Background: an optimization exercise with open tools, aiming at small area, a short achievable clock period and few clock cycles per item. Do not read the settings as production practice.
At most, simulation tests tie the RTL to the original design; equivalence was not proved.
The RTL of run 3 was laid out without a check of its function.
No driver is modelled on the clock port, so clocking that relies on it looks cheaper here than on a real chip.
Power figures rest on the tool's default switching activity, not on a simulated workload.

File: constraint.sdc
create_clock -name core_clock -period 19.0 [get_ports {i_clk}]
set_input_delay 3.8000 -clock core_clock [delete_from_list [all_inputs] [get_ports {i_clk}]]
set_output_delay 3.8000 -clock core_clock [all_outputs]
set_load 0.01 [all_outputs]
File: config.mk
export PLATFORM = sky130hd
export DESIGN_NAME = Optical_8x8ctrl_top
export DESIGN_NICKNAME = Optical_8x8ctrl_top
export VERILOG_FILES = /design/flow/design.v
export SDC_FILE = /design/flow/constraint.sdc
export NUM_CORES = 4
export LEC_CHECK = 0
export CAP_MARGIN = 20
export CORE_AREA = 2 2 64 64
export DIE_AREA = 0 0 66 66
export SLEW_MARGIN = 20
File: design.v
`timescale 1ns / 1ps
module Optical_8x8ctrl_top#(
    parameter       P_BAR       =   1'b0,
    parameter       P_CROSS     =   1'b1,
    parameter       P_DSTWIDTH  =   3   ,
    parameter       P_PORTNUM   =   8   ,
    parameter       P_SWITCHNUM =   4
)(
    input                                   i_clk           ,
    input                                   i_rst           ,
    input  [P_DSTWIDTH*P_PORTNUM - 1:0]     i_8x8_req       ,
    input                                   i_8x8_valid     ,
    output [19:0]                           o_grant_8x8     ,
    output                                  o_grant_valid
);
wire [3:1] w_s;
wire [8:0] w_e0;
wire       w_b3;
wire [5:0] w_d1;
reg  [3:1] r_s;      
reg  [8:0] r_e0;     
reg        r_b3;     
reg  [5:0] r_d1;     
reg        r_valid;
benes8_in u_in (
    .i_req (i_8x8_req),
    .o_s   (w_s),
    .o_e0  (w_e0),
    .o_b3  (w_b3),
    .o_d1  (w_d1)
);
benes8_out u_out (
    .i_s     (r_s),
    .i_e0    (r_e0),
    .i_b3    (r_b3),
    .i_d1    (r_d1),
    .o_grant (o_grant_8x8)
);
assign o_grant_valid = r_valid;
always @(posedge i_clk) begin
    r_s  <= w_s;
    r_e0 <= w_e0;
    r_b3 <= w_b3;
    r_d1 <= w_d1;
end
always @(posedge i_clk or posedge i_rst) begin
    if (i_rst) r_valid <= 1'b0;
    else       r_valid <= i_8x8_valid;
end
endmodule
module benes8_in(
    input  [23:0] i_req,
    output [3:1]  o_s,
    output [8:0]  o_e0,
    output        o_b3,
    output [5:0]  o_d1
);
wire [2:0] dst [0:7];
wire [1:0] D   [0:7];
genvar gi;
generate
    for (gi = 0; gi < 8; gi = gi + 1) begin : g_in
        assign dst[gi] = i_req[3*gi +: 3];
        assign D[gi]   = i_req[3*gi+1 +: 2];
    end
endgenerate
wire e02 = D[0] == D[2], e04 = D[0] == D[4];
wire e13 = D[1] == D[3], e14 = D[1] == D[4], e15 = D[1] == D[5];
wire e16 = D[1] == D[6], e17 = D[1] == D[7];
wire e24 = D[2] == D[4], e25 = D[2] == D[5], e27 = D[2] == D[7];
wire e34 = D[3] == D[4], e35 = D[3] == D[5], e36 = D[3] == D[6], e37 = D[3] == D[7];
wire e47 = D[4] == D[7], e57 = D[5] == D[7];
wire s1 = e13 | e02 | (e15 & e34) | (e14 & e35) | (e17 & e36) | (e16 & e37);
wire s2_0 = e04 | e15 | e24 | e35;
wire s2_1 = e04 | e15 | e34 | e25;
wire s3_0 = e17 | e37 | (e47 & s2_0) | (e57 & ~s2_0);
wire s3_1 = e17 | e27 | (e47 & s2_1) | (e57 & ~s2_1);
wire s2 = s1 ? s2_1 : s2_0;
wire s3 = s1 ? s3_1 : s3_0;
wire [4:0] pass2 = s2 ? {D[4], dst[5]} : {D[5], dst[4]};
assign o_s     = {s3, s2, s1};
assign o_e0    = {pass2[2:0], s1 ? dst[3] : dst[2], dst[0]};
assign o_d1    = {pass2[4:3], s1 ? D[2] : D[3], D[1]};
assign o_b3    = s3 ? dst[7][0] : dst[6][0];
endmodule
module benes4_route(
    input  [5:0] d,
    output [5:0] g,
    output [3:0] z0, z1, z2, z3
);
genvar i;
generate
    for (i = 0; i < 3; i = i + 1) begin : g_dec
        assign z0[i] = d[2*i +: 2] == 2'd0;
        assign z1[i] = d[2*i +: 2] == 2'd1;
        assign z2[i] = d[2*i +: 2] == 2'd2;
        assign z3[i] = d[2*i +: 2] == 2'd3;
    end
endgenerate
assign z0[3] = ~(z0[0] | z0[1] | z0[2]);
assign z1[3] = ~(z1[0] | z1[1] | z1[2]);
assign z2[3] = ~(z2[0] | z2[1] | z2[2]);
assign z3[3] = ~(z3[0] | z3[1] | z3[2]);
wire [3:0] hi = z2 | z3;
assign g[0] = ~z0[0];
assign g[1] = z0[2] | z0[3];
assign g[3] = z0[3];
assign g[2] = (hi[0] & ~z1[0]) | (hi[1] & (z1[2] | z1[3])) | (hi[2] & z1[3]);
assign g[4] = ~((z1[0] & (hi[1] | hi[2] | hi[3])) | (z1[1] & (hi[2] | hi[3])) | (z1[2] & hi[3]));
assign g[5] = z3[0] | (z3[1] & ~z2[0]) | (z3[2] & z2[3]);
endmodule
module benes8_out(
    input  [3:1] i_s,
    input  [8:0] i_e0,
    input        i_b3,
    input  [5:0] i_d1,
    output [19:0] o_grant
);
wire [5:0] g0, g1;
wire [3:0] z0, z1, z2, z3;
wire [3:0] y0, y1, y2, y3;
benes4_route u_sub0 (
    .d  ({i_e0[8:7], i_e0[5:4], i_e0[2:1]}),
    .g  (g0), .z0 (z0), .z1 (z1), .z2 (z2), .z3 (z3)
);
benes4_route u_sub1 (
    .d  (i_d1),
    .g  (g1), .z0 (y0), .z1 (y1), .z2 (y2), .z3 (y3)
);
wire [3:0] b = {i_b3, i_e0[6], i_e0[3], i_e0[0]};
wire [3:0] go;
assign go[0] = |(z0 & b);
assign go[1] = |(z1 & b);
assign go[2] = |(z2 & b);
assign go[3] = |(z3 & b);
assign o_grant = {go, i_s, 1'b0, g1, g0};
endmodule
File: standard.sh
#!/bin/bash
# synth_recipe.tcl (not shown) runs the flow's synth.tcl, then flattens the netlist and writes it again
# the make line also repeats each setting of config.mk as NAME=value (left out here)
make -C /OpenROAD-flow-scripts/flow DESIGN_CONFIG=/design/flow/config.mk WORK_HOME=/design/flow/orfs CLKGATE_MAP_FILE= SYNTH_SCRIPT=/design/flow/synth_recipe.tcl "${@:-finish}"
File: flow/outbuf.tcl
# After port buffering and global placement: shrink to the minimum size the
# buffers of the output ports (each drives only its port's load) and of the
# inputs that feed no comparison (the destinations' bit 0, valid and reset).
set small {i_8x8_valid i_rst}
for {set i 0} {$i < 8} {incr i} { lappend small "i_8x8_req\[[expr {3 * $i}]\]" }
foreach inst [[ord::get_db_block] getInsts] {
  set name [$inst getName]
  if {[[$inst getMaster] getName] ne "sky130_fd_sc_hd__buf_2"} { continue }
  set a [$inst findITerm A]
  if {$a eq "NULL" || [$a getNet] eq "NULL"} { continue }
  set in [[$a getNet] getName]
  if {[string match output* $name] || ([string match input* $name] && [lsearch -exact $small $in] >= 0)} {
    puts "outbuf.tcl: $name ($in) -> buf_1"
    replace_cell [get_cells $name] sky130_fd_sc_hd__buf_1
  }
}
File: flow/run.sh
#!/bin/bash
# Standard ORFS layout (the standard.sh) with plain buffers instead of delay
# buffers on the ports, minimum-size output-port buffers and smaller clock-tree
# buffers. All tool output goes to flow.log in the work folder; ORFS's per-step
# logs stay under orfs/logs/.
set -euo pipefail
cd "$(dirname "$0")/.."
W=$(pwd)
export BUFFER_PORTS_ARGS="-buffer_cell sky130_fd_sc_hd__buf_2"
export POST_GLOBAL_PLACE_TCL=$W/flow/outbuf.tcl
export CTS_ARGS="-sink_clustering_enable -repair_clock_nets -buf_list {sky130_fd_sc_hd__clkbuf_4} -root_buf sky130_fd_sc_hd__clkbuf_4 -dont_use_dummy_load"
bash standard.sh > flow.log 2>&1
==> flow_summary.yaml, run 1 <==
timing:
  setup_violations: 0
  rsz0062_at_grt: "no"
  tns_ns: 0
  fin_crit_sh: 0.286
  hold_viol_final: 0
  fmax_mhz: 184
  drv_slew: 0
  min_period_ns: 5.44
cts:
  cts_hold_buf: 0
  clk_path_buf_depth: 2
  cts_setup_buffers: 0
  cts_tree: "done"
  cts_resized: 0
  cts_max_level: 1
  cts_root_buf: "clkbuf_4"
  path_clk_slew_ns: 0.11
  cts_buffers: 3
  cts.sinks: 20
final_layout:
  utilization: 0.442
  regArea_um2: 405
  final_layout_size_suffix_gt1_frac: 0.182
  nets: 227
  syn_to_final_growth_pct: 11.0
  fillers: 398
  num_antenna_cells: 0
  multi_input_area_um2: 940
synth:
  ys_seq_elements: 20
  synth_cells: 167
  synth_fp_nets: 194
  synth-seq-area-share: 0.276
  synth.distinct_cells: 38
  avgSynthCellArea_um2: 8.80
  yosys_warnings: 2
  netlist_area_um2: 1470
critical_path:
  start_kind: "flip-flop"
  end_kind: "primary output"
  crit_required_ns: 15.20
  worstPathArrival_ns: 1.64
  crit_type: "flip-flop to primary output"
  path_max_fanout: 6
die:
  fp.dieW_um: 66
  start_util: 0.399
  rows: 22
  die_area_um2: 4360
  io_pins: 48
  core_um2: 3690
  die_y_um: 66
grt:
  track_usage: 0.142
  grt_pass1_wl_um: 4770
  grt_max_degree: 13
  gr-total-overflow: 0
  grt_pass1_vias: 1090
  grt_antenna_before_repair: 0
routing:
  avgViaCountPerCell: 4.91
  wl_um: 2900
  dr.pass1.iters: 4
  dr.first_iter.drc_count: 81
  routedWlPerCell_um: 11.8
  postRouteAntennaNets: 0
  vias: 1208
  drc: 0
place:
  port_buffers: 45
  dp_hpwl_um: 2300
power_and_ir_drop:
  finalPower_uw: 130
  ir_drop_v: 0.0000281
  leakage_nw: 0.647
  powerDensity_nw_per_um2: 80.0
run_status:
  status: "complete, no violations"
job:
  drv_cap: 0
worst_hold_path:
  hp-class: "input pin to async pin"
metrics by stage:
step | instance area, um^2 | instances | setup WS, ns | hold slack [ns]
finish | 1630 | 246 | 13.56 | 3.32
global route | 1630 | 246 | 13.41 | 3.30
CTS | 1630 | 246 | 13.56 | 3.31
detailed placement | 1610 | 243 | 13.27 | 3.62
global placement | 1650 | 243 | 13.27 | 3.63
floorplan | 1470 | 167 | 13.57 | 3.53
critical path, cell delays in order, from the launching register on:
cell and delay (ns):
dfxtp_1 0.44, nor2b_1 0.39, o31ai_1 0.12, a221o_1 0.26, buf_1 0.13
worst max path at each step:
stage,from,endpoint,slack [ns],cells after the start
floorplan,i_8x8_req[11],r_d1[5],13.57,7
global placement,i_8x8_req[5],r_e0[8],13.27,7
detailed placement,i_8x8_req[5],r_e0[8],13.27,7
CTS,r_e0[7],o_grant_8x8[17],13.56,4
global route,r_e0[7],o_grant_8x8[17],13.41,4
finish,r_e0[7],o_grant_8x8[17],13.56,4
layout by cell type, fill, tap and decap left out, types with 3 or more instances in the layout:
cell / count
o22ai_1: 3
nor2b_1: 6
inv_1: 4
xnor2_1: 9
nand2_1: 8
clkbuf_4: 3
buf_1: 29
nor2_1: 22
dfxtp_1: 19
buf_2: 16
a221o_1: 4
xor2_1: 22
mux2_2: 8
nand3_1: 5
o21ai_0: 10
synth_stat cells, drive strengths merged:
master	count	area, um^2
nor2	22	82.6
xor2	22	193
dfxtp	19	380
buf	13	95.1
mux2	12	143
o21ai	10	50.1
xnor2	10	95.1
nand2	9	36.3
nor2b	6	37.5
nand3	5	25.0
a221o	4	40.0
clkbuf	4	15.0
inv	4	15.0
a211oi	3	47.6
mux2i	3	42.5
o22ai	3	18.8
a21oi	2	10.0
a221oi	2	17.5
nor4	2	12.5
o31ai	2	15.0
a22o	1	17.5
a311oi	1	8.76
a31oi	1	6.26
a32o	1	10.0
conb	1	3.75
dfrtp	1	25.0
nand2b	1	6.26
nand4	1	6.26
o2111ai	1	8.76
or2	1	6.26
layer usage:
layer  GRT usage  routed length (um)  vias up
met5           0                   0        -
met4      0.0689                  34        0
met3      0.0119                 154        2
met2       0.239                1340       32
met1       0.183                1370      540
li1            -                   -      634
sequential cells by signal, indices dropped and copies added, names as in the netlist:
name / count
r_s: 3
r_d1: 6
r_b3: 1
r_e0: 9
r_valid: 1
final cells by class:
type	count	area share
Inverter	4	0.00920
Clock buffer	3	0.0138
Tap cell	48	0.0368
Timing Repair Buffer	45	0.116
Multi-Input combinational cell	126	0.576
Sequential cell	20	0.248
power by group:
part / switching, mW / total (mW) / internal [mW]
sequential: 0.00742 / 0.0563 / 0.0489
clock: 0.0109 / 0.0183 / 0.00736
combinational: 0.0295 / 0.0559 / 0.0265
cell families after synthesis:
kind of cell,Yosys count,share of synthesized area
AOI/OAI and AO/OA,31,0.170
xor gates and xnor gates,32,0.196
buffers and inverters,21,0.0851
DFF,20,0.276
muxes,15,0.126
other,1,0.00255
and+or+nand+nor,47,0.145
Testbench counts, summed over its fixed seeds: cycles 2,048, items 2,048.
==> run 2, diff against run 1 <==
--- a/design.v
+++ b/design.v
@@ -101,13 +101,12 @@
 assign z1[3] = ~(z1[0] | z1[1] | z1[2]);
 assign z2[3] = ~(z2[0] | z2[1] | z2[2]);
 assign z3[3] = ~(z3[0] | z3[1] | z3[2]);
-wire [3:0] hi = z2 | z3;
 assign g[0] = ~z0[0];
-assign g[1] = z0[2] | z0[3];
+assign g[1] = ~z0[0] & ~z0[1];
 assign g[3] = z0[3];
-assign g[2] = (hi[0] & ~z1[0]) | (hi[1] & (z1[2] | z1[3])) | (hi[2] & z1[3]);
-assign g[4] = ~((z1[0] & (hi[1] | hi[2] | hi[3])) | (z1[1] & (hi[2] | hi[3])) | (z1[2] & hi[3]));
-assign g[5] = z3[0] | (z3[1] & ~z2[0]) | (z3[2] & z2[3]);
+assign g[2] = z0[0] ? d[3] : d[1];
+assign g[4] = (d[1] & d[3]) | z1[3];
+assign g[5] = d[1] ? d[0] : (d[3] ? d[2] : d[4]);
 endmodule
 module benes8_out(
     input  [3:1] i_s,
==> flow_summary.yaml, run 2 <==
final_layout:
  top_register: "r_e0"
  syn_to_final_growth_pct: 11.5
  reg_top3: "r_e0 (9), r_d1 (6), r_s (3)"
  largest_reg_flops: 9
  num_antenna_cells: 0
  nets: 214
  multi_input_area_um2: 892
  final_layout_size_suffix_gt1_frac: 0.211
  fillers: 385
  final_cell_mix: "29 x buf_1, 24 x xor2_1, 19 x dfxtp_1, 16 x buf_2, 9 x nand2_1"
  regArea_um2: 405
  final_common_cell: "buf_1"
  fin_area_um2: 1600
critical_path:
  crit_family: "multiplexers"
  cpPeakStageDelay_ns: 0.46
  crit_type: "input pin to flip-flop"
  end_kind: "flip-flop"
  start_kind: "input pin"
  crit_path_cell_trace: "buf_2, xor2_1, nor4_2, nor4_4, o31ai_4, mux2i_4, mux2_4"
  crit_cells: 7
  crit_required_ns: 19.19
  worstPathArrival_ns: 5.65
  timing.critical_path.buf_inv: 1
  cpMaxStageDelayCell: "mux2i_4"
  path_max_fanout: 7
routing:
  dr.first_iter.drc_count: 102
  drc: 0
  postRouteAntennaNets: 0
  wl_um: 3030
  routedWlPerCell_um: 13.0
  avgViaCountPerCell: 5.02
  dr.pass1.iters: 4
  vias: 1170
synth:
  synth-seq-area-share: 0.283
  synth_fp_nets: 178
  synth_top_area_cell: "dfxtp_1"
  synth_flop_cell: "dfxtp_1"
  synth_most_common_cell: "xor2_1"
  ys_top_cells_by_count: "24 x xor2_1, 19 x dfxtp_1, 9 x nand2_1, 8 x buf_4, 8 x nor2_1"
  synth.distinct_cells: 42
  ys_seq_elements: 20
  avgSynthCellArea_um2: 9.48
  netlist_area_um2: 1430
  synth_cells: 151
  synth_edf_count: 0
  synthTopCellsByArea: "dfxtp_1 27%, xor2_1 15%, mux2_4 5.2%"
  synth_top_area_frac: 0.266
  synthArstFlopShare: 0.0500
  yosys_warnings: 2
timing:
  fin_crit_sh: 0.287
  tns_ns: 0
  drv_slew: 0
  fmax_mhz: 183
  hold_ws_ns: 3.29
  setup_violations: 0
  worstMarginPinSlew_ns: 0.524
  rsz0062_at_grt: "no"
  hold_viol_final: 0
  maxSlewHeadroom: 0.651
  min_period_ns: 5.46
cts:
  cts_resized: 0
  cts_root_buf: "clkbuf_4"
  clk_path_buf_depth: 2
  cts_tree: "done"
  path_clk_slew_ns: 0.11
  cts_setup_buffers: 0
  cts.sinks: 20
  cts_hold_buf: 0
  cts_max_level: 1
  cts_buffers: 3
grt:
  grt_max_degree: 13
  grt_pass1_vias: 1065
  track_usage: 0.147
  gr-total-overflow: 0
  grt_pass1_wl_um: 4920
  grt_antenna_before_repair: 0
die:
  die_y_um: 66
  core_um2: 3690
  die_area_um2: 4360
  start_util: 0.388
  rows: 22
  fp.dieW_um: 66
  io_pins: 48
power_and_ir_drop:
  p_seq_frac: 0.435
  intPower_uw: 80.7
  powerDensity_nw_per_um2: 79.3
  ir_drop_v: 0.0000312
  combPwrFrac: 0.422
  clkPwrFrac: 0.143
  leakage_nw: 0.654
  switching_share: 0.363
  p_switching_uw: 45.9
run_status:
  status: "complete, no violations"
job:
  drv_cap: 0
place:
  place_area_um2: 1570
  port_buffers: 45
  dp_hpwl_um: 2420
worst_hold_path:
  hp-class: "input pin to async pin"
==> run 2: layout make-up <==
type / instances / area share
Clock buffer: 3 / 0.0141
Inverter: 7 / 0.0165
Multi-Input combinational cell: 110 / 0.559
Sequential cell: 20 / 0.254
Tap cell: 48 / 0.0376
Timing Repair Buffer: 45 / 0.118
==> run 2: power by group through the flow <==
stage	Clock [mW]	Combinational [mW]	Sequential (mW)
floorplan	0	0.0413	0.0550
global placement	0	0.0543	0.0554
detailed placement	0	0.0535	0.0558
CTS	0.0192	0.0536	0.0549
global route	0.0214	0.0588	0.0559
finish	0.0181	0.0534	0.0550
==> run 2: kinds of logic (layout without fill, tap and decap cells) <==
family | count (synthesis) | after routing | synth area share
other cells | 1 | 1 | 0.00262
compound gates | 26 | 26 | 0.132
flops | 20 | 20 | 0.283
simple gates | 36 | 36 | 0.146
xor+xnor | 32 | 32 | 0.206
buf+inv | 21 | 55 | 0.0935
mux | 15 | 15 | 0.136
==> run 2: layer usage <==
| metal | part of all wire | wire length, um | up-vias | global-route usage |
|---|---|---|---|---|
| met5 | 0 | 0 | - | 0 |
| met4 | 0.0046 | 14 | 0 | 0.0689 |
| met3 | 0.056 | 171 | 2 | 0.0170 |
| met2 | 0.49 | 1480 | 45 | 0.245 |
| met1 | 0.45 | 1370 | 546 | 0.190 |
| li1 | - | - | 577 | - |
==> run 2: through the flow <==
stage | instances | total power [mW] | setup WS (ns) | util
floorplan | 151 | 0.0962 | 13.47 | -
global placement | 230 | 0.110 | 13.22 | 0.436
detailed placement | 230 | 0.109 | 13.20 | 0.426
CTS | 233 | 0.128 | 13.53 | 0.432
global route | 233 | 0.136 | 13.45 | 0.432
finish | 233 | 0.127 | 13.54 | 0.432
==> run 2: path summary, 6_finish.rpt <==
kind / from / to / slack, ns
max in group asynchronous: i_rst / r_valid / 15.63
max: i_8x8_req[11] / r_e0[6] / 13.54
min: i_rst / r_valid / 3.29
min in group core_clock: i_8x8_valid / r_valid / 3.59
Testbench counts of run 2, summed over its fixed seeds: cycles 2,048, items 2,048.
==> run 3, diff against run 2 <==
--- a/design.v
+++ b/design.v
@@ -70,7 +70,7 @@
 wire e24 = D[2] == D[4], e25 = D[2] == D[5], e27 = D[2] == D[7];
 wire e34 = D[3] == D[4], e35 = D[3] == D[5], e36 = D[3] == D[6], e37 = D[3] == D[7];
 wire e47 = D[4] == D[7], e57 = D[5] == D[7];
-wire s1 = e13 | e02 | (e15 & e34) | (e14 & e35) | (e17 & e36) | (e16 & e37);
+wire s1 = e13 | e02 | ((e14 | e15) & (e34 | e35)) | ((e16 | e17) & (e36 | e37));
 wire s2_0 = e04 | e15 | e24 | e35;
 wire s2_1 = e04 | e15 | e34 | e25;
 wire s3_0 = e17 | e37 | (e47 & s2_0) | (e57 & ~s2_0);
==> flow_summary.yaml, run 3 <==
cts:
  cts_max_level: 1
  path_clk_slew_ns: 0.12
  cts_buffers: 3
  clk_path_buf_depth: 2
  cts_setup_buffers: 0
  cts.sinks: 20
  cts_hold_buf: 0
  cts_root_buf: "clkbuf_4"
  cts_resized: 0
  cts_tree: "done"
grt:
  grt_pass1_vias: 1011
  gr-total-overflow: 0
  track_usage: 0.139
  grt_max_degree: 13
  grt_pass1_wl_um: 4600
  grt_antenna_before_repair: 0
synth:
  synthArstFlopShare: 0.0500
  ys_top_cells_by_count: "20 x xor2_1, 19 x dfxtp_1, 17 x nor2_1, 10 x mux2_1"
  synth-seq-area-share: 0.274
  synth_flop_cell: "dfxtp_1"
  avgSynthCellArea_um2: 9.56
  yosys_warnings: 2
  synth_fp_nets: 182
  synth_edf_count: 0
  synth_cells: 155
  netlist_area_um2: 1480
  ys_seq_elements: 20
  synth_most_common_cell: "xor2_1"
  synthTopCellsByArea: "dfxtp_1 26%, xor2_1 12%, mux2_1 7.6%"
  synth_top_area_cell: "dfxtp_1"
  synth.distinct_cells: 40
  synth_top_area_frac: 0.257
timing:
  rsz0062_at_grt: "no"
  drv_slew: 0
  tns_ns: 0
  min_period_ns: 5.33
  fin_crit_sh: 0.281
  fmax_mhz: 187
  hold_ws_ns: 3.27
  hold_viol_final: 0
  setup_violations: 0
routing:
  dr.first_iter.drc_count: 77
  avgViaCountPerCell: 4.98
  wl_met2_um: 1420
  wl_met1_um: 1270
  drc: 0
  highest_layer: "met4"
  wl_um: 2930
  vias: 1181
  postRouteAntennaNets: 0
  routedWlPerCell_um: 12.3
  dr.pass1.iters: 4
  wl_met3_um: 179
job:
  drv_cap: 0
critical_path:
  worstPathArrival_ns: 1.53
  crit_type: "flip-flop to primary output"
  crit_cells: 6
  crit_path_cell_trace: "inv_1, nor2_1, nor4b_1, a21oi_1, o211ai_1, buf_1"
  start_kind: "flip-flop"
  end_kind: "primary output"
  cpMaxStageDelayCell: "dfxtp_1"
  timing.critical_path.buf_inv: 2
  crit_family: "simple AND/OR/NAND/NOR gates"
  cpPeakStageDelay_ns: 0.36
  path_max_fanout: 6
  crit_required_ns: 15.20
final_layout:
  largest_reg_flops: 9
  fillers: 386
  syn_to_final_growth_pct: 11.7
  nets: 218
  top_register: "r_e0"
  final_layout_size_suffix_gt1_frac: 0.164
  final_common_cell: "buf_1"
  final_cell_mix: "29 x buf_1, 20 x xor2_1, 19 x dfxtp_1, 17 x nor2_1, 16 x buf_2"
  num_antenna_cells: 0
  reg_top3: "r_e0 (9), r_d1 (6), r_s (3)"
power_and_ir_drop:
  leakage_nw: 0.663
  powerDensity_nw_per_um2: 78.2
  ir_drop_v: 0.0000230
die:
  die_area_um2: 4360
  core_um2: 3690
  fp.dieW_um: 66
  die_y_um: 66
  io_pins: 48
  rows: 22
  start_util: 0.402
worst_hold_path:
  hp-class: "input pin to async pin"
place:
  dp_hpwl_um: 2350
  port_buffers: 45
run_status:
  status: "complete, no violations"
==> run 3: per-stage QoR <==
step	cells	worst slack [ns]	utilization	total power [mW]	area, um^2
floorplan	155	13.62	-	0.0986	1480
global placement	234	13.41	0.453	0.113	1670
detailed placement	234	13.37	0.443	0.112	1630
CTS	237	13.67	0.449	0.131	1660
global route	237	13.53	0.449	0.138	1660
finish	237	13.67	0.449	0.129	1660
==> run 3: cell type report <==
| type | count | area, um^2 | share of cell area |
|---|---|---|---|
| clock buffer | 3 | 22.5 | 0.0136 |
| timing repair buffer | 45 | 189 | 0.114 |
| tap | 48 | 60.1 | 0.0363 |
| inverter | 7 | 26.3 | 0.0159 |
| multi-input combinational | 114 | 952 | 0.575 |
| sequential | 20 | 405 | 0.245 |
==> run 3: per-layer routing <==
metal  vias up  track usage
met2        48        0.231
met4         0       0.0765
met5         -            0
li1        588            -
met3         4       0.0170
met1       541        0.172
==> run 3: how the worst max path moves through the flow <==
stage	start	end	slack, ns
after floorplan	i_8x8_req[11]	r_d1[4]	13.62
after global placement	i_8x8_req[14]	r_d1[5]	13.41
after detailed placement	i_8x8_req[14]	r_e0[7]	13.37
after CTS	i_8x8_req[17]	r_e0[7]	13.67
after global routing	r_e0[1]	o_grant_8x8[16]	13.53
final	r_e0[5]	o_grant_8x8[18]	13.67
==> run 3: kinds of logic (layout without fill, tap and decap cells) <==
logic type                count (synthesis)  in the layout  share of synthesized area
AOI/OAI and AO/OA                        29             29                      0.156
other                                     1              1                    0.00253
buffers and inverters                    21             55                     0.0836
and+or+nand+nor                          36             36                      0.112
xor gates and xnor gates                 32             32                      0.240
DFF                                      20             20                      0.274
muxes                                    16             16                      0.132
==> run 3: report_power, final <==
part / internal [mW] / switching, mW
combinational: 0.0255 / 0.0303
sequential: 0.0490 / 0.00599
clock: 0.00737 / 0.0113
==> run 4, diff against run 3 <==
--- a/design.v
+++ b/design.v
@@ -70,7 +70,7 @@
 wire e24 = D[2] == D[4], e25 = D[2] == D[5], e27 = D[2] == D[7];
 wire e34 = D[3] == D[4], e35 = D[3] == D[5], e36 = D[3] == D[6], e37 = D[3] == D[7];
 wire e47 = D[4] == D[7], e57 = D[5] == D[7];
-wire s1 = e13 | e02 | ((e14 | e15) & (e34 | e35)) | ((e16 | e17) & (e36 | e37));
+wire s1 = e13 | e02 | (e15 & e34) | (e14 & e35) | (e17 & e36) | (e16 & e37);
 wire s2_0 = e04 | e15 | e24 | e35;
 wire s2_1 = e04 | e15 | e34 | e25;
 wire s3_0 = e17 | e37 | (e47 & s2_0) | (e57 & ~s2_0);
--- a/flow/run.sh
+++ b/flow/run.sh
@@ -8,5 +8,6 @@
 W=$(pwd)
 export BUFFER_PORTS_ARGS="-buffer_cell sky130_fd_sc_hd__buf_2"
 export POST_GLOBAL_PLACE_TCL=$W/flow/outbuf.tcl
+export POST_CTS_TCL=$W/flow/size.tcl
 export CTS_ARGS="-sink_clustering_enable -repair_clock_nets -buf_list {sky130_fd_sc_hd__clkbuf_4} -root_buf sky130_fd_sc_hd__clkbuf_4 -dont_use_dummy_load"
 bash standard.sh > flow.log 2>&1
==> flow/size.tcl (new file) <==
set_propagated_clock [all_clocks]
estimate_parasitics -placement
set size_period [expr {[get_property [lindex [all_clocks] 0] period] * 1e-9}]
set size_block [ord::get_db_block]

proc size_area {} {
  set a 0.0
  foreach inst [$::size_block getInsts] {
    set m [$inst getMaster]
    set n [$m getName]
    if {[string match *tap* $n] || [string match *fill* $n] || [string match *decap* $n]} { continue }
    set a [expr {$a + [$m getWidth] * [$m getHeight]}]
  }
  return $a
}
proc size_cost {} {
  estimate_parasitics -placement
  return [expr {[size_area] * ($::size_period - [sta::worst_slack_cmd max])}]
}
proc size_family {master} {
  if {![regexp {^(sky130_fd_sc_hd__[a-z0-9]+)_([0-9]+)$} $master -> fam drv]} { return {} }
  set out {}
  foreach c [get_lib_cells ${fam}_*] {
    set n [get_name $c]
    if {![regexp "^${fam}_\[0-9\]+\$" $n]} { continue }
    if {[get_property $c dont_use]} { continue }
    lappend out $n
  }
  return $out
}

set cands {}
foreach inst [$size_block getInsts] {
  set m [[$inst getMaster] getName]
  set name [$inst getName]
  if {[$inst isFixed]} { continue }
  if {[string match *df* $m] || [string match *conb* $m] || [string match *tap* $m] || [string match *fill* $m]} { continue }
  if {[string match clkbuf* $name] || [string match clkload* $name]} { continue }
  set fam [size_family $m]
  if {[llength $fam] > 1} { lappend cands [list $name $fam] }
}
set cost [size_cost]
puts "size.tcl: [llength $cands] cells, start cost [format %.4g $cost], ws [format %.3f [expr {[sta::worst_slack_cmd max]*1e9}]]"
for {set pass 0} {$pass < 4} {incr pass} {
  set changed 0
  foreach c $cands {
    lassign $c name fam
    set inst [get_cells $name]
    set cur [get_property $inst ref_name]
    set best $cur
    set bestcost $cost
    foreach alt $fam {
      if {$alt eq $cur} { continue }
      replace_cell $inst $alt
      set k [size_cost]
      if {$k < $bestcost * 0.99999} { set best $alt; set bestcost $k }
    }
    replace_cell $inst $best
    if {$best ne $cur} { incr changed; set cost $bestcost; puts "size.tcl: $name $cur -> $best cost [format %.4g $cost]" }
  }
  puts "size.tcl: pass $pass changed $changed cost [format %.4g $cost] ws [format %.3f [expr {[sta::worst_slack_cmd max]*1e9}]]"
  if {$changed == 0} { break }
}
estimate_parasitics -placement
puts "size.tcl: before dpl ws [format %.3f [expr {[sta::worst_slack_cmd max]*1e9}]]"
detailed_placement
check_placement
estimate_parasitics -placement
puts "size.tcl: final area [expr {[size_area]/1e6}] ws [format %.3f [expr {[sta::worst_slack_cmd max]*1e9}]]"
==> flow_summary.yaml, run 4 <==
die:
  die_y_um: 66
  io_pins: 48
  fp.dieW_um: 66
  start_util: 0.388
  rows: 22
place:
  dp_hpwl_um: 2420
  port_buffers: 45
synth:
  synth_edf_count: 0
  synth_cells: 151
  ys_top_cells_by_count: "24 x xor2_1, 19 x dfxtp_1, 9 x nand2_1, 8 x buf_4, 8 x nor2_1"
  synthArstFlopShare: 0.0500
  ys_seq_elements: 20
  synth.distinct_cells: 42
  synth-seq-area-share: 0.283
  netlist_area_um2: 1430
  yosys_warnings: 2
  synth_top_area_frac: 0.266
  synth_fp_nets: 178
  synth_most_common_cell: "xor2_1"
  avgSynthCellArea_um2: 9.48
  synthTopCellsByArea: "dfxtp_1 27%, xor2_1 15%, mux2_4 5.2%"
  synth_top_area_cell: "dfxtp_1"
  synth_flop_cell: "dfxtp_1"
run_status:
  status: "aborted with a tool error"
  error: "Error: cts.tcl, 90 can't read \"::size_block\": no such variable"
  stop_stage: "clock tree synthesis (4_1_cts)"
cts:
  cts.sinks: 20
run 4: cell types whose count changed after synthesis, sizes merged, moves of 2 or more:
cell    change
nand3       +2
a31oi       -2
o22ai       -2
nor4        +4
a22oi       -2
xor2        +2
xnor2       -2
nor2        -8
a211oi      -2
run 4: how the worst max path moves through the flow:
stage	start	to	slack [ns]	cells after the start
after detailed placement	i_8x8_req[11]	r_d1[4]	13.20	7
after global placement	i_8x8_req[11]	r_e0[6]	13.22	7
after floorplan	i_8x8_req[23]	r_d1[4]	13.47	7
run 4: cell families after synthesis:
group	synth area share
AOI/OAI and AO/OA	0.132
xor gates and xnor gates	0.206
buffers and inverters	0.0935
DFF	0.283
muxes	0.136
other	0.00262
and+or+nand+nor	0.146
run 4: power groups by stage:
stage	logic [mW]	registers [mW]	clock network, mW
after detailed placement	0.0535	0.0558	0
after floorplan	0.0413	0.0550	0
after global placement	0.0543	0.0554	0
run 4: through the flow:
step	cells	power, mW	hold slack (ns)	area, um^2	setup WS (ns)
3_5_place_dp	230	0.109	3.61	1570	13.20
2_1_floorplan	151	0.0962	3.53	1430	13.47
3_3_place_gp	230	0.110	3.63	1610	13.22
Testbench counts of run 4, summed over its fixed seeds: cycles 2,048, items 2,048.
==> run 5, diff against run 4 <==
--- a/flow/size.tcl
+++ b/flow/size.tcl
@@ -1,7 +1,7 @@
 set_propagated_clock [all_clocks]
 estimate_parasitics -placement
-set size_period [expr {[get_property [lindex [all_clocks] 0] period] * 1e-9}]
-set size_block [ord::get_db_block]
+set ::size_period [expr {[get_property [lindex [all_clocks] 0] period] * 1e-9}]
+set ::size_block [ord::get_db_block]
 
 proc size_area {} {
   set a 0.0
@@ -30,7 +30,7 @@
 }
 
 set cands {}
-foreach inst [$size_block getInsts] {
+foreach inst [$::size_block getInsts] {
   set m [[$inst getMaster] getName]
   set name [$inst getName]
   if {[$inst isFixed]} { continue }
==> flow_summary.yaml, run 5 <==
run_status:
  status: "complete, no violations"
grt:
  grt.met1_usage: 0.190
  use_met3: 0.0170
  grt_pass1_vias: 1065
  grt.busiest_layer: "met2"
  gr-total-overflow: 0
  met2_usage: 0.245
  grt_max_degree: 13
  track_usage: 0.148
  grt_antenna_before_repair: 0
  grt_pass1_wl_um: 4930
die:
  rows: 22
  core_um2: 3690
  die_area_um2: 4360
  io_pins: 48
  die_y_um: 66
  start_util: 0.388
  fp.dieW_um: 66
routing:
  dr.first_iter.drc_count: 83
  postRouteAntennaNets: 0
  routedWlPerCell_um: 13.0
  drc: 0
  dr.pass1.iters: 4
  avgViaCountPerCell: 5.22
  wl_um: 3040
  vias: 1217
final_layout:
  final_common_cell: "buf_1"
  final_cell_mix: "33 x buf_1, 26 x xor2_1, 19 x dfxtp_1, 12 x buf_2"
  utilization: 0.426
  reg_top3: "r_e0 (9), r_d1 (6), r_s (3)"
  syn_to_final_growth_pct: 9.88
  num_antenna_cells: 0
  top_register: "r_e0"
  final_layout_size_suffix_gt1_frac: 0.168
  largest_reg_flops: 9
  nets: 214
synth:
  synth_most_common_cell: "xor2_1"
  synth_top_area_cell: "dfxtp_1"
  synth_flop_cell: "dfxtp_1"
  synth_cells: 151
  synth_edf_count: 0
  synthTopCellsByArea: "dfxtp_1 27%, xor2_1 15%, mux2_4 5.2%"
  synthArstFlopShare: 0.0500
  ys_seq_elements: 20
  netlist_area_um2: 1430
  ys_top_cells_by_count: "24 x xor2_1, 19 x dfxtp_1, 9 x nand2_1, 8 x buf_4, 8 x nor2_1"
  synth_top_area_frac: 0.266
  synth-seq-area-share: 0.283
  yosys_warnings: 2
  synth_fp_nets: 178
  avgSynthCellArea_um2: 9.48
  synth.distinct_cells: 42
critical_path:
  worstPathArrival_ns: 5.66
  end_kind: "flip-flop"
  crit_family: "multiplexers"
  crit_type: "input pin to flip-flop"
  timing.critical_path.buf_inv: 1
  critPathLaunch: "i_8x8_req[10]"
  path_max_fanout: 7
  crit_path_cell_trace: "buf_2, xor2_1, nor4_2, nor4_4, o31ai_4, mux2i_4, mux2_4"
  cpPeakStageDelay_ns: 0.40
  start_kind: "input pin"
  cpMaxStageDelayCell: "nor4_4"
  crit_required_ns: 19.20
timing:
  hold_viol_final: 0
  tns_ns: 0
  rsz0062_at_grt: "no"
  min_period_ns: 5.46
  drv_slew: 0
  worstMarginPinSlew_ns: 0.524
  fmax_mhz: 183
  hold_ws_ns: 3.28
  setup_violations: 0
  fin_crit_sh: 0.288
  maxSlewHeadroom: 0.651
place:
  port_buffers: 45
  dp_hpwl_um: 2420
cts:
  cts.sinks: 20
  cts_tree: "done"
  path_clk_slew_ns: 0.11
power_and_ir_drop:
  leakage_nw: 0.641
  ir_drop_v: 0.0000309
  powerDensity_nw_per_um2: 80.2
worst_hold_path:
  hp-class: "input pin to async pin"
job:
  drv_cap: 0
[run 5: worst max-delay path by stage]
stage	end	slack, ns	cells after the start
after floorplan	r_d1[4]	13.47	7
after global placement	r_e0[6]	13.22	7
after detailed placement	r_d1[4]	13.20	7
after global routing	r_e0[6]	13.41	7
final	r_e0[6]	13.54	7
[run 5: area by class of cell]
type / count / area [um^2]
sequential: 20 / 405
fill: 391 / 2120
timing repair buffer: 45 / 184
tap: 48 / 60.1
multi-input combinational: 110 / 875
inverter: 7 / 26.3
clock buffer: 3 / 22.5
[run 5: where the power goes]
part           switching (mW)  internal [mW]
logic                  0.0286         0.0242
clock network          0.0109        0.00736
registers             0.00634         0.0487
total                  0.0458         0.0802
[run 5: through the flow]
stage / total power [mW] / cells / area (um^2) / setup WS (ns)
global placement: 0.110 / 230 / 1610 / 13.22
global route: 0.135 / 233 / 1570 / 13.41
floorplan: 0.0962 / 151 / 1430 / 13.47
detailed placement: 0.109 / 230 / 1570 / 13.20
finish: 0.126 / 233 / 1570 / 13.54
[run 5: cell families after synthesis]
group,share of synthesized area
flip-flops,0.283
buffers and inverters,0.0935
other,0.00262
multiplexers,0.136
XOR/XNOR,0.206
AO/OA/AOI/OAI,0.132
AND/OR/NAND/NOR,0.146
[run 5: routing by layer]
layer	part of all wire	vias to the layer above
met3	0.066	15
met2	0.47	69
met1	0.44	554
met4	0.019	0
li1	-	579
met5	0	-
==> run 6, diff against run 5 <==
--- a/flow/size.tcl
+++ b/flow/size.tcl
@@ -2,6 +2,8 @@
 estimate_parasitics -placement
 set ::size_period [expr {[get_property [lindex [all_clocks] 0] period] * 1e-9}]
 set ::size_block [ord::get_db_block]
+set ::size_tau 0.03
+set ::size_endpoints [concat [all_registers -data_pins] [all_outputs]]
 
 proc size_area {} {
   set a 0.0
@@ -13,9 +15,23 @@
   }
   return $a
 }
+# The worst setup slack, smoothed (a soft minimum over all endpoints, in ns)
+# so that a change is also credited for speeding up paths nearly as slow as
+# the slowest.
+proc size_soft_slack {} {
+  set sl {}
+  foreach p $::size_endpoints {
+    set v [get_property $p slack_max]
+    if {$v ne "INF" && $v < 1e6} { lappend sl $v }
+  }
+  set m [tcl::mathfunc::min {*}$sl]
+  set sum 0.0
+  foreach v $sl { set sum [expr {$sum + exp(-($v - $m) / $::size_tau)}] }
+  return [expr {$m - $::size_tau * log($sum)}]
+}
 proc size_cost {} {
   estimate_parasitics -placement
-  return [expr {[size_area] * ($::size_period - [sta::worst_slack_cmd max])}]
+  return [expr {[size_area] * ($::size_period * 1e9 - [size_soft_slack])}]
 }
 proc size_family {master} {
   if {![regexp {^(sky130_fd_sc_hd__[a-z0-9]+)_([0-9]+)$} $master -> fam drv]} { return {} }
==> flow_summary.yaml, run 6 <==
grt:
  track_usage: 0.149
  grt_pass1_vias: 1081
  gr-total-overflow: 0
  grt_pass1_wl_um: 4970
  grt_antenna_before_repair: 0
  grt_max_degree: 13
run_status:
  status: "complete, no violations"
place:
  dp_hpwl_um: 2420
  place_worst_setup_slack_ns: 13.20
  port_buffers: 45
die:
  die_y_um: 66
  core_um2: 3690
  start_util: 0.388
  fp.dieW_um: 66
  io_pins: 48
  die_area_um2: 4360
  rows: 22
final_layout:
  top_register: "r_e0"
  regArea_um2: 405
  fillers: 399
  largest_reg_flops: 9
  multi_input_area_um2: 856
  syn_to_final_growth_pct: 8.48
  num_antenna_cells: 0
  nets: 214
  final_cell_mix: "34 x buf_1, 26 x xor2_1, 19 x dfxtp_1, 11 x buf_2"
  reg_top3: "r_e0 (9), r_d1 (6), r_s (3)"
  final_layout_size_suffix_gt1_frac: 0.141
  final_common_cell: "buf_1"
timing:
  hold_viol_final: 0
  fin_crit_sh: 0.287
  maxSlewHeadroom: 0.654
  setup_violations: 0
  drv_slew: 0
  rsz0062_at_grt: "no"
  fmax_mhz: 184
  hold_ws_ns: 3.28
  tns_ns: 0
  worstMarginPinSlew_ns: 0.519
  setup_slack_ns: 13.55
  min_period_ns: 5.45
power_and_ir_drop:
  powerDensity_nw_per_um2: 79.9
  ir_drop_v: 0.0000309
  leakage_nw: 0.614
synth:
  synthArstFlopShare: 0.0500
  synth_edf_count: 0
  synth_fa_ha_area_frac: 0
  synthTopCellsByArea: "dfxtp_1 27%, xor2_1 15%, mux2_4 5.2%"
  ys_top_cells_by_count: "24 x xor2_1, 19 x dfxtp_1, 9 x nand2_1, 8 x buf_4, 8 x nor2_1"
  synth_top_family_by_area: "XOR/XNOR gates"
  synth_flop_cell: "dfxtp_1"
  netlist_area_um2: 1430
  synth.distinct_cells: 42
  synth_compound_area_frac: 0.132
  synthXorXnorAreaFrac: 0.206
  synth-seq-area-share: 0.283
  synth_most_common_cell: "xor2_1"
  synth_fp_nets: 178
  synth-simple-area-share: 0.146
  synth_cells: 151
  muxShareOfSynthArea: 0.136
  avgSynthCellArea_um2: 9.48
  ys_seq_elements: 20
  yosys_warnings: 2
  synth_top_area_cell: "dfxtp_1"
  synth_top_area_frac: 0.266
cts:
  path_clk_slew_ns: 0.11
  cts.sinks: 20
  cts_tree: "done"
critical_path:
  end_kind: "flip-flop"
  start_kind: "input pin"
  crit_type: "input pin to flip-flop"
  path_max_fanout: 7
  crit_required_ns: 19.19
  worstPathArrival_ns: 5.64
routing:
  drc: 0
  postRouteAntennaNets: 0
  dr.first_iter.drc_count: 110
  wl_um: 3020
  routedWlPerCell_um: 13.0
  dr.pass1.iters: 4
  avgViaCountPerCell: 5.02
  vias: 1170
job:
  drv_cap: 0
worst_hold_path:
  hp-class: "input pin to async pin"
## run 6: cell types whose count changed in the layout (fill, tap and decap cells not counted)
cell    before  now
mux2_4       5    0
mux2_1       2    6
buf_1       33   34
buf_2       12   11
mux2_2       4    5
## run 6: kinds of logic after synthesis
family                 Yosys count
AND/OR/NAND/NOR                 36
XOR/XNOR                        32
AO/OA/AOI/OAI                   26
buffers and inverters           21
flip-flops                      20
multiplexers                    15
other                            1
## run 6: path summary, 6_finish.rpt
kind                               start       to  slack, ns  depth (start not counted)
min                                i_rst  r_valid       3.28                          2
min in group core_clock      i_8x8_valid  r_valid       3.59                          1
max                        i_8x8_req[13]  r_d1[5]      13.55                          7
max in group asynchronous          i_rst  r_valid      15.63                          2
## run 6: per-layer routing
| metal | share of wire | global-route usage | vias to the layer above |
|---|---|---|---|
| met3 | 0.057 | 0.0170 | 2 |
| li1 | - | - | 580 |
| met2 | 0.49 | 0.246 | 45 |
| met5 | 0 | 0 | - |
| met4 | 0.0046 | 0.0689 | 0 |
| met1 | 0.45 | 0.193 | 543 |
## run 6: critical path: stages
cell and delay, ns:
buf_1 0.32, xor2_1 0.21, nor4_2 0.08, nor4_4 0.34, o31ai_4 0.22, mux2i_4 0.31, mux2_1 0.35
## run 6: final cells by class
cell class	count	area share
Inverter	7	0.0169
Clock buffer	3	0.0145
Timing Repair Buffer	45	0.118
Sequential cell	20	0.261
Tap cell	48	0.0387
Multi-Input combinational cell	110	0.551
## run 6: stage by stage
step	util	area (um^2)	cells	power (mW)
6_report	0.421	1550	233	0.124
5_1_grt	0.421	1550	233	0.133
3_5_place_dp	0.426	1570	230	0.109
3_3_place_gp	0.436	1610	230	0.110
2_1_floorplan	-	1430	151	0.0962
## run 6: power by group
part,internal [mW],switching [mW],leakage (nW),total (mW)
clock,0.00736,0.0111,0.0138,0.0185
sequential,0.0486,0.00634,0.172,0.0550
combinational,0.0224,0.0281,0.429,0.0505
total,0.0784,0.0456,0.614,0.124
==> run 7, diff against run 6 <==
--- a/flow/run.sh
+++ b/flow/run.sh
@@ -1,8 +1,4 @@
 #!/bin/bash
-# Standard ORFS layout (the standard.sh) with plain buffers instead of delay
-# buffers on the ports, minimum-size output-port buffers and smaller clock-tree
-# buffers. All tool output goes to flow.log in the work folder; ORFS's per-step
-# logs stay under orfs/logs/.
 set -euo pipefail
 cd "$(dirname "$0")/.."
 W=$(pwd)
--- a/config.mk
+++ b/config.mk
@@ -5,6 +5,7 @@
 export SDC_FILE = /design/flow/constraint.sdc
 export NUM_CORES = 4
 export LEC_CHECK = 0
+export ABC_AREA = 1
 export CAP_MARGIN = 20
 export CORE_AREA = 2 2 64 64
 export DIE_AREA = 0 0 66 66
==> flow_summary.yaml, run 7 <==
cts:
  cts_tree: "done"
  cts.sinks: 20
  path_clk_slew_ns: 0.11
die:
  fp.dieW_um: 66
  die_area_um2: 4360
  start_util: 0.437
  io_pins: 48
  rows: 22
  core_um2: 3690
  die_y_um: 66
routing:
  wl_met2_um: 1780
  postRouteAntennaNets: 0
  drc: 0
  dr.first_iter.drc_count: 39
  routedWlPerCell_um: 10.3
  wl_met3_um: 115
  vias: 1565
  avgViaCountPerCell: 4.58
  wl_um: 3540
  highest_layer: "met4"
  wl_met1_um: 1610
  dr.pass1.iters: 4
timing:
  tns_ns: 0
  setup_slack_ns: 13.81
  setup_violations: 0
  drv_slew: 0
  fin_crit_sh: 0.273
  rsz0062_at_grt: "no"
  hold_viol_final: 0
  min_period_ns: 5.19
  fmax_mhz: 193
job:
  drv_cap: 0
synth:
  synth_most_common_cell: "nand2_1"
  ys_seq_elements: 20
  synth_edf_count: 0
  synth_cells: 257
  synth_top_area_frac: 0.236
  netlist_area_um2: 1610
  synthTopCellsByArea: "dfxtp_1 24%, nand2_1 23%, inv_1 6.3%"
  yosys_warnings: 2
  synth_flop_cell: "dfxtp_1"
  synth_fp_nets: 284
  avgSynthCellArea_um2: 6.27
  synth_top_area_cell: "dfxtp_1"
  synth-seq-area-share: 0.252
  synthArstFlopShare: 0.0500
  ys_top_cells_by_count: "99 x nand2_1, 27 x inv_1, 19 x dfxtp_1, 12 x nor2_1"
  synth.distinct_cells: 33
power_and_ir_drop:
  clkPwrFrac: 0.150
  combPwrFrac: 0.411
  ir_drop_v: 0.0000216
  p_seq_frac: 0.439
  switching_share: 0.395
  intPower_uw: 73.7
  leakage_nw: 0.884
  powerDensity_nw_per_um2: 73.7
  finalPower_uw: 122
  p_switching_uw: 48.1
worst_hold_path:
  hp-class: "input pin to async pin"
grt:
  track_usage: 0.172
  grt_max_degree: 13
  gr-total-overflow: 0
  grt_antenna_before_repair: 0
  grt_pass1_vias: 1352
  grt_pass1_wl_um: 5860
critical_path:
  path_max_fanout: 4
  crit_path_cell_trace: "inv_2, or2_1, o22ai_1, a21oi_1, o31ai_1, buf_2"
  crit_family: "flip-flops"
  worstPathArrival_ns: 1.39
  cpMaxStageDelayCell: "dfxtp_1"
  start_kind: "flip-flop"
  timing.critical_path.buf_inv: 2
  end_kind: "primary output"
  cpPeakStageDelay_ns: 0.39
  crit_type: "flip-flop to primary output"
  crit_required_ns: 15.20
final_layout:
  final_common_cell: "nand2_1"
  top_register: "r_e0"
  nets: 323
  reg_top3: "r_e0 (9), r_d1 (6), r_s (3)"
  final_layout_size_suffix_gt1_frac: 0.0646
  num_antenna_cells: 0
  fillers: 437
  largest_reg_flops: 9
  multi_input_area_um2: 851
  regArea_um2: 405
  utilization: 0.448
  final_cell_mix: "113 x nand2_1, 43 x buf_1, 25 x inv_1, 19 x dfxtp_1, 16 x nor2_1"
  syn_to_final_growth_pct: 2.64
  fin_cells: 342
place:
  dp_hpwl_um: 2940
  numPlacedInstances: 339
  place_worst_setup_slack_ns: 13.85
  port_buffers: 45
run_status:
  status: "complete, no violations"
run 7: cell types whose count changed after synthesis, sizes merged, moves of 5 or more:
cell | before | now
inv | 7 | 38
mux2 | 11 | 0
nand2 | 9 | 113
nand3 | 5 | 10
nor2 | 9 | 17
o21ai | 5 | 14
xor2 | 26 | 8
run 7: final timing paths:
| path | endpoint | from | cells past startpoint | slack (ns) |
|---|---|---|---|---|
| setup / recovery | o_grant_8x8[18] | r_e0[2] | 6 | 13.81 |
| hold / removal | r_valid | i_rst | 2 | 3.29 |
| min in group core_clock | r_valid | i_8x8_valid | 1 | 3.59 |
| max in group asynchronous | r_valid | i_rst | 2 | 15.62 |
run 7: layout make-up:
type | count | share of cell area
Sequential cell | 20 | 0.245
Inverter | 38 | 0.0863
Clock buffer | 3 | 0.0136
Multi-Input combinational cell | 188 | 0.515
Tap cell | 48 | 0.0363
Timing Repair Buffer | 45 | 0.104
run 7: cell families (layout without fill, tap and decap cells):
kind of cell / count (synthesis) / count (layout) / synth area share
compound gates: 30 / 30 / 0.103
other cells: 1 / 1 / 0.00233
flops: 20 / 20 / 0.252
simple gates: 145 / 145 / 0.419
xor+xnor: 12 / 12 / 0.0746
buf+inv: 49 / 86 / 0.149
run 7: power groups by stage:
stage / registers (mW) / clock network (mW) / logic [mW]
6_report: 0.0535 / 0.0183 / 0.0501
3_5_place_dp: 0.0544 / 0 / 0.0563
3_3_place_gp: 0.0543 / 0 / 0.0581
5_1_grt: 0.0544 / 0.0211 / 0.0576
2_1_floorplan: 0.0541 / 0 / 0.0427
run 7: metrics by stage:
stage / area [um^2] / hold WS (ns)
2_1_floorplan: 1610 / 3.53
3_3_place_gp: 1800 / 3.63
3_5_place_dp: 1760 / 3.61
5_1_grt: 1650 / 3.28
6_report: 1650 / 3.29
run 7: routing by layer:
metal / GRT usage / vias up
li1: - / 859
met1: 0.210 / 678
met2: 0.317 / 26
met3: 0.0136 / 2
met4: 0.0536 / 0
met5: 0 / -
==> run 8, diff against run 7 <==
--- a/config.mk
+++ b/config.mk
@@ -5,7 +5,6 @@
 export SDC_FILE = /design/flow/constraint.sdc
 export NUM_CORES = 4
 export LEC_CHECK = 0
-export ABC_AREA = 1
 export CAP_MARGIN = 20
 export CORE_AREA = 2 2 64 64
 export DIE_AREA = 0 0 66 66
==> flow_summary.yaml, run 8 <==
run_status:
  status: "complete, no violations"
grt:
  grt_max_degree: 13
  gr-total-overflow: 0
  track_usage: 0.149
  grt_pass1_vias: 1081
  grt_pass1_wl_um: 4970
  grt_antenna_before_repair: 0
timing:
  rsz0062_at_grt: "no"
  hold_viol_final: 0
  tns_ns: 0
  fin_crit_sh: 0.287
  min_period_ns: 5.45
  worstMarginPinSlew_ns: 0.519
  maxSlewHeadroom: 0.654
  fmax_mhz: 184
  setup_violations: 0
  drv_slew: 0
die:
  fp.dieW_um: 66
  start_util: 0.388
  die_y_um: 66
  die_area_um2: 4360
  rows: 22
  io_pins: 48
  core_um2: 3690
power_and_ir_drop:
  powerDensity_nw_per_um2: 79.9
  ir_drop_v: 0.0000309
  finalPower_uw: 124
  leakage_nw: 0.614
routing:
  dr.pass1.iters: 4
  avgViaCountPerCell: 5.02
  dr.first_iter.drc_count: 110
  routedWlPerCell_um: 13.0
  postRouteAntennaNets: 0
  wl_um: 3020
  drc: 0
  vias: 1170
synth:
  synthArstFlopShare: 0.0500
  ys_top_cells_by_count: "24 x xor2_1, 19 x dfxtp_1, 9 x nand2_1, 8 x buf_4, 8 x nor2_1"
  synth_fp_nets: 178
  synth_cells: 151
  synth-seq-area-share: 0.283
  yosys_warnings: 2
  ys_seq_elements: 20
  synth_edf_count: 0
  synth.distinct_cells: 42
  synthTopCellsByArea: "dfxtp_1 27%, xor2_1 15%, mux2_4 5.2%"
  synth_compound_area_frac: 0.132
  synth-simple-area-share: 0.146
  muxShareOfSynthArea: 0.136
  synth_top_family_by_area: "XOR/XNOR gates"
  synth_flop_cell: "dfxtp_1"
  synthXorXnorAreaFrac: 0.206
  avgSynthCellArea_um2: 9.48
  synth_fa_ha_area_frac: 0
  synth_top_area_frac: 0.266
  synth_most_common_cell: "xor2_1"
  netlist_area_um2: 1430
  synth_top_area_cell: "dfxtp_1"
final_layout:
  top_register: "r_e0"
  num_antenna_cells: 0
  final_common_cell: "buf_1"
  final_layout_size_suffix_gt1_frac: 0.141
  fillers: 399
  regArea_um2: 405
  final_cell_mix: "34 x buf_1, 26 x xor2_1, 19 x dfxtp_1, 11 x buf_2"
  multi_input_area_um2: 856
  nets: 214
  syn_to_final_growth_pct: 8.48
  reg_top3: "r_e0 (9), r_d1 (6), r_s (3)"
  largest_reg_flops: 9
critical_path:
  end_kind: "flip-flop"
  cpMaxStageDelayCell: "mux2_1"
  worstPathArrival_ns: 5.64
  critPathLaunch: "i_8x8_req[13]"
  path_max_fanout: 7
  cpPeakStageDelay_ns: 0.35
  crit_type: "input pin to flip-flop"
  crit_path_cell_trace: "buf_1, xor2_1, nor4_2, nor4_4, o31ai_4, mux2i_4, mux2_1"
  crit_required_ns: 19.19
  start_kind: "input pin"
cts:
  path_clk_slew_ns: 0.11
  cts.sinks: 20
  cts_tree: "done"
job:
  drv_cap: 0
place:
  dp_hpwl_um: 2420
  port_buffers: 45
worst_hold_path:
  hp-class: "input pin to async pin"
## run 8: cells by family after synthesis
family,Yosys count
flip-flops,20
other,1
AND/OR/NAND/NOR,36
AO/OA/AOI/OAI,26
buffers and inverters,21
multiplexers,15
XOR/XNOR,32
## run 8: worst max path at each step
| stage | to | cells past startpoint |
|---|---|---|
| after floorplan | r_d1[4] | 7 |
| after global placement | r_e0[6] | 7 |
| after detailed placement | r_d1[4] | 7 |
| after global routing | r_d1[5] | 7 |
| final | r_d1[5] | 7 |
## run 8: worst max-delay path, delay by kind of cell
kind / cells / cell delay [ns]
XOR/XNOR: 1 / 0.21
AND/OR/NAND/NOR: 2 / 0.42
multiplexers: 2 / 0.66
buffers and inverters: 1 / 0.32
AO/OA/AOI/OAI: 1 / 0.22
## run 8: layer usage
metal / part of all wire / vias up / track usage / wire length [um]
li1: - / 580 / - / -
met1: 0.45 / 543 / 0.193 / 1360
met2: 0.49 / 45 / 0.246 / 1470
met3: 0.057 / 2 / 0.0170 / 171
met4: 0.0046 / 0 / 0.0689 / 14
met5: 0 / - / 0 / 0
## run 8: stage by stage
stage	hold WS [ns]	worst slack [ns]	util	std cells	instance area [um^2]
after floorplan	3.53	13.47	-	151	1430
after global placement	3.63	13.22	0.436	230	1610
after detailed placement	3.61	13.20	0.426	230	1570
after global routing	3.25	13.42	0.421	233	1550
final	3.28	13.55	0.421	233	1550
## run 8: report_power, final
| part | total, mW | internal [mW] | switching (mW) |
|---|---|---|---|
| registers | 0.0550 | 0.0486 | 0.00634 |
| logic | 0.0505 | 0.0224 | 0.0281 |
| clock network | 0.0185 | 0.00736 | 0.0111 |
| total | 0.124 | 0.0784 | 0.0456 |
## run 8: cell type report
cell class	instances	share of cell area
repair buffers	45	0.118
multi-input cells	110	0.551
inverters	7	0.0169
well taps	48	0.0387
clock buffers	3	0.0145
flip-flops and latches	20	0.261
==> run 9, diff against run 8 <==
--- a/design.v
+++ b/design.v
@@ -31,17 +31,17 @@
 );
 benes8_out u_out (
     .i_s     (r_s),
-    .i_e0    (r_e0),
-    .i_b3    (r_b3),
-    .i_d1    (r_d1),
+    .i_e0    ({~r_e0[8:3], r_e0[2:0]}),
+    .i_b3    (~r_b3),
+    .i_d1    ({~r_d1[5:2], r_d1[1:0]}),
     .o_grant (o_grant_8x8)
 );
 assign o_grant_valid = r_valid;
 always @(posedge i_clk) begin
     r_s  <= w_s;
-    r_e0 <= w_e0;
-    r_b3 <= w_b3;
-    r_d1 <= w_d1;
+    r_e0 <= {~w_e0[8:3], w_e0[2:0]};
+    r_b3 <= ~w_b3;
+    r_d1 <= {~w_d1[5:2], w_d1[1:0]};
 end
 always @(posedge i_clk or posedge i_rst) begin
     if (i_rst) r_valid <= 1'b0;
==> flow_summary.yaml, run 9 <==
power_and_ir_drop:
  ir_drop_v: 0.0000236
  leakage_nw: 0.638
  p_switching_uw: 45.3
  combPwrFrac: 0.399
  powerDensity_nw_per_um2: 81.9
  clkPwrFrac: 0.153
  p_seq_frac: 0.448
  intPower_uw: 77.9
  switching_share: 0.368
timing:
  tns_ns: 0
  min_period_ns: 5.32
  worstMarginPinSlew_ns: 0.531
  drv_slew: 0
  fmax_mhz: 188
  rsz0062_at_grt: "no"
  hold_viol_final: 0
  fin_crit_sh: 0.280
  setup_violations: 0
  maxSlewHeadroom: 0.644
critical_path:
  start_kind: "flip-flop"
  end_kind: "primary output"
  path_max_fanout: 10
  crit_required_ns: 15.20
  crit_type: "flip-flop to primary output"
  worstPathArrival_ns: 1.52
grt:
  grt_pass1_wl_um: 4620
  grt_max_degree: 12
  gr-total-overflow: 0
  met2_usage: 0.232
  grt_pass1_vias: 1030
  grt_antenna_before_repair: 0
  use_met3: 0.0153
  track_usage: 0.139
  grt.met1_usage: 0.173
  grt.busiest_layer: "met2"
synth:
  synth_top_family_by_area: "XOR/XNOR gates"
  synthArstFlopShare: 0.0500
  synth.distinct_cells: 39
  synth_flop_cell: "dfxtp_1"
  synthTopCellsByArea: "dfxtp_1 27%, xor2_1 16%, mux2i_1 9.2%"
  synth_fa_ha_area_frac: 0
  synth_edf_count: 0
  yosys_warnings: 2
  synth-simple-area-share: 0.108
  synth_top_area_cell: "dfxtp_1"
  synth_most_common_cell: "xor2_1"
  synth_compound_area_frac: 0.157
  avgSynthCellArea_um2: 9.11
  muxShareOfSynthArea: 0.127
  synth_fp_nets: 182
  synth-seq-area-share: 0.287
  synth_cells: 155
  netlist_area_um2: 1410
  ys_top_cells_by_count: "25 x xor2_1, 19 x dfxtp_1, 15 x nor2_1, 13 x mux2i_1, 9 x buf_4"
  ys_seq_elements: 20
  synthXorXnorAreaFrac: 0.214
  synth_top_area_frac: 0.269
final_layout:
  final_common_cell: "buf_1"
  nets: 216
  reg_top3: "r_e0 (9), r_d1 (6), r_s (3)"
  fin_area_um2: 1510
  largest_reg_flops: 9
  final_layout_size_suffix_gt1_frac: 0.102
  final_cell_mix: "34 x buf_1, 28 x xor2_1, 19 x dfxtp_1, 15 x nor2_1, 13 x mux2i_1"
  fillers: 411
  num_antenna_cells: 0
  top_register: "r_e0"
  syn_to_final_growth_pct: 6.55
routing:
  drc: 0
  wl_um: 2910
  routedWlPerCell_um: 12.4
  vias: 1166
  postRouteAntennaNets: 0
  avgViaCountPerCell: 4.96
  dr.first_iter.drc_count: 89
  dr.pass1.iters: 4
die:
  io_pins: 48
  start_util: 0.383
  die_area_um2: 4360
  fp.dieW_um: 66
  die_y_um: 66
  rows: 22
  core_um2: 3690
cts:
  path_clk_slew_ns: 0.11
  cts.sinks: 20
  cts_tree: "done"
run_status:
  status: "complete, no violations"
place:
  port_buffers: 45
  dp_hpwl_um: 2260
  place_area_um2: 1540
worst_hold_path:
  hp-class: "input pin to async pin"
job:
  drv_cap: 0
[run 9: cell count changes in the layout (fill, tap and decap cells not counted), moves of 3 or more]
cell | before | now
a21oi_1 | 4 | 8
mux2_1 | 6 | 0
mux2_2 | 5 | 2
mux2i_1 | 3 | 13
nand2_1 | 9 | 5
nand3_1 | 5 | 0
nor2_1 | 9 | 15
nor4_1 | 0 | 3
nor4_2 | 3 | 0
[run 9: critical path, stage by stage, from the launching register on]
cell and delay [ns]:
dfxtp_1 0.51, nor2_1 0.11, a21oi_1 0.16, and2_1 0.17, nand2b_1 0.06, o211ai_1 0.08
buf_2 0.15
[run 9: worst paths after layout]
check | start | end | slack (ns)
worst max-delay path | r_e0[2] | o_grant_8x8[16] | 13.68
worst min-delay path | i_rst | r_valid | 3.28
max in group asynchronous | i_rst | r_valid | 15.63
min in group core_clock | i_8x8_valid | r_valid | 3.59
[run 9: area by class of cell]
class / count / area [um^2] / area share
inverter: 8 / 30.0 / 0.0200
clock buffer: 3 / 22.5 / 0.0150
timing repair buffer: 45 / 183 / 0.121
sequential: 20 / 405 / 0.269
multi-input combinational: 111 / 805 / 0.534
tap: 48 / 60.1 / 0.0399
[run 9: cell families after synthesis]
| family | count (synthesis) |
|---|---|
| other | 1 |
| buffers and inverters | 24 |
| AND/OR/NAND/NOR | 31 |
| multiplexers | 16 |
| flip-flops | 20 |
| XOR/XNOR | 32 |
| AO/OA/AOI/OAI | 31 |
[run 9: per-layer routing]
metal | up-vias | wire (um)
met5 | - | 0
met4 | 0 | 69
met3 | 6 | 159
met2 | 35 | 1340
met1 | 537 | 1330
li1 | 588 | -
[run 9: through the flow]
stage | hold slack, ns | power, mW | std cells | utilization | setup WS, ns
6_report | 3.28 | 0.123 | 235 | 0.408 | 13.68
3_3_place_gp | 3.63 | 0.110 | 232 | 0.428 | 13.42
2_1_floorplan | 3.53 | 0.0954 | 155 | - | 13.72
5_1_grt | 3.29 | 0.132 | 235 | 0.408 | 13.52
3_5_place_dp | 3.61 | 0.108 | 232 | 0.419 | 13.45
[run 9: power by group through the flow]
stage | logic (mW) | registers, mW | clock network [mW]
after global routing | 0.0547 | 0.0562 | 0.0210
final | 0.0492 | 0.0551 | 0.0189
after global placement | 0.0542 | 0.0562 | 0
after floorplan | 0.0407 | 0.0547 | 0
after detailed placement | 0.0523 | 0.0561 | 0
Testbench counts of run 9, summed over its fixed seeds: cycles 2,048, items 2,048.

## afterwards: timing with drivers on the ports
The results above use ideal ports. As a check the final layouts listed here were re-extracted and re-timed, cells and wires unchanged. Step 1 assumes that a clkbuf_16 drives the clock port and a buf_2 every other input. Step 2 times the ports against the registers' clock, not the clock port: input delays grow and output delays shrink by t, the midpoint of the rising clock arrivals with the driver on. Three values: no drivers, after step 1, after step 2; two values: the first two.
| run | shift t [ns] | setup slack, ns | worst hold slack (ns) | latest minus earliest clock arrival (ns) | worst register clock-pin slew, ns |
|---|---|---|---|---|---|
| run 1 | 0.306 | 13.564 / 13.540 / 13.296 | 3.319 / 3.316 / 3.622 | 0.017 / 0.017 | 0.11 / 0.11 |
| run 2 | 0.303 | 13.541 / 13.545 / 13.241 | 3.285 / 3.284 / 3.587 | 0.020 / 0.021 | 0.11 / 0.11 |
| run 3 | 0.313 | 13.666 / 13.640 / 13.362 | 3.275 / 3.268 / 3.581 | 0.028 / 0.028 | 0.12 / 0.12 |
| run 5 | 0.304 | 13.536 / 13.536 / 13.232 | 3.285 / 3.283 / 3.587 | 0.020 / 0.020 | 0.11 / 0.11 |
| run 6 | 0.305 | 13.555 / 13.552 / 13.247 | 3.282 / 3.280 / 3.586 | 0.021 / 0.021 | 0.11 / 0.11 |
| run 7 | 0.304 | 13.811 / 13.788 / 13.624 | 3.289 / 3.287 / 3.591 | 0.025 / 0.024 | 0.11 / 0.11 |
| run 8 | 0.305 | 13.555 / 13.552 / 13.247 | 3.282 / 3.280 / 3.586 | 0.021 / 0.021 | 0.11 / 0.11 |
| run 9 | 0.309 | 13.676 / 13.653 / 13.408 | 3.283 / 3.279 / 3.589 | 0.018 / 0.017 | 0.11 / 0.11 |
After both steps setup and hold are still met in every run listed.
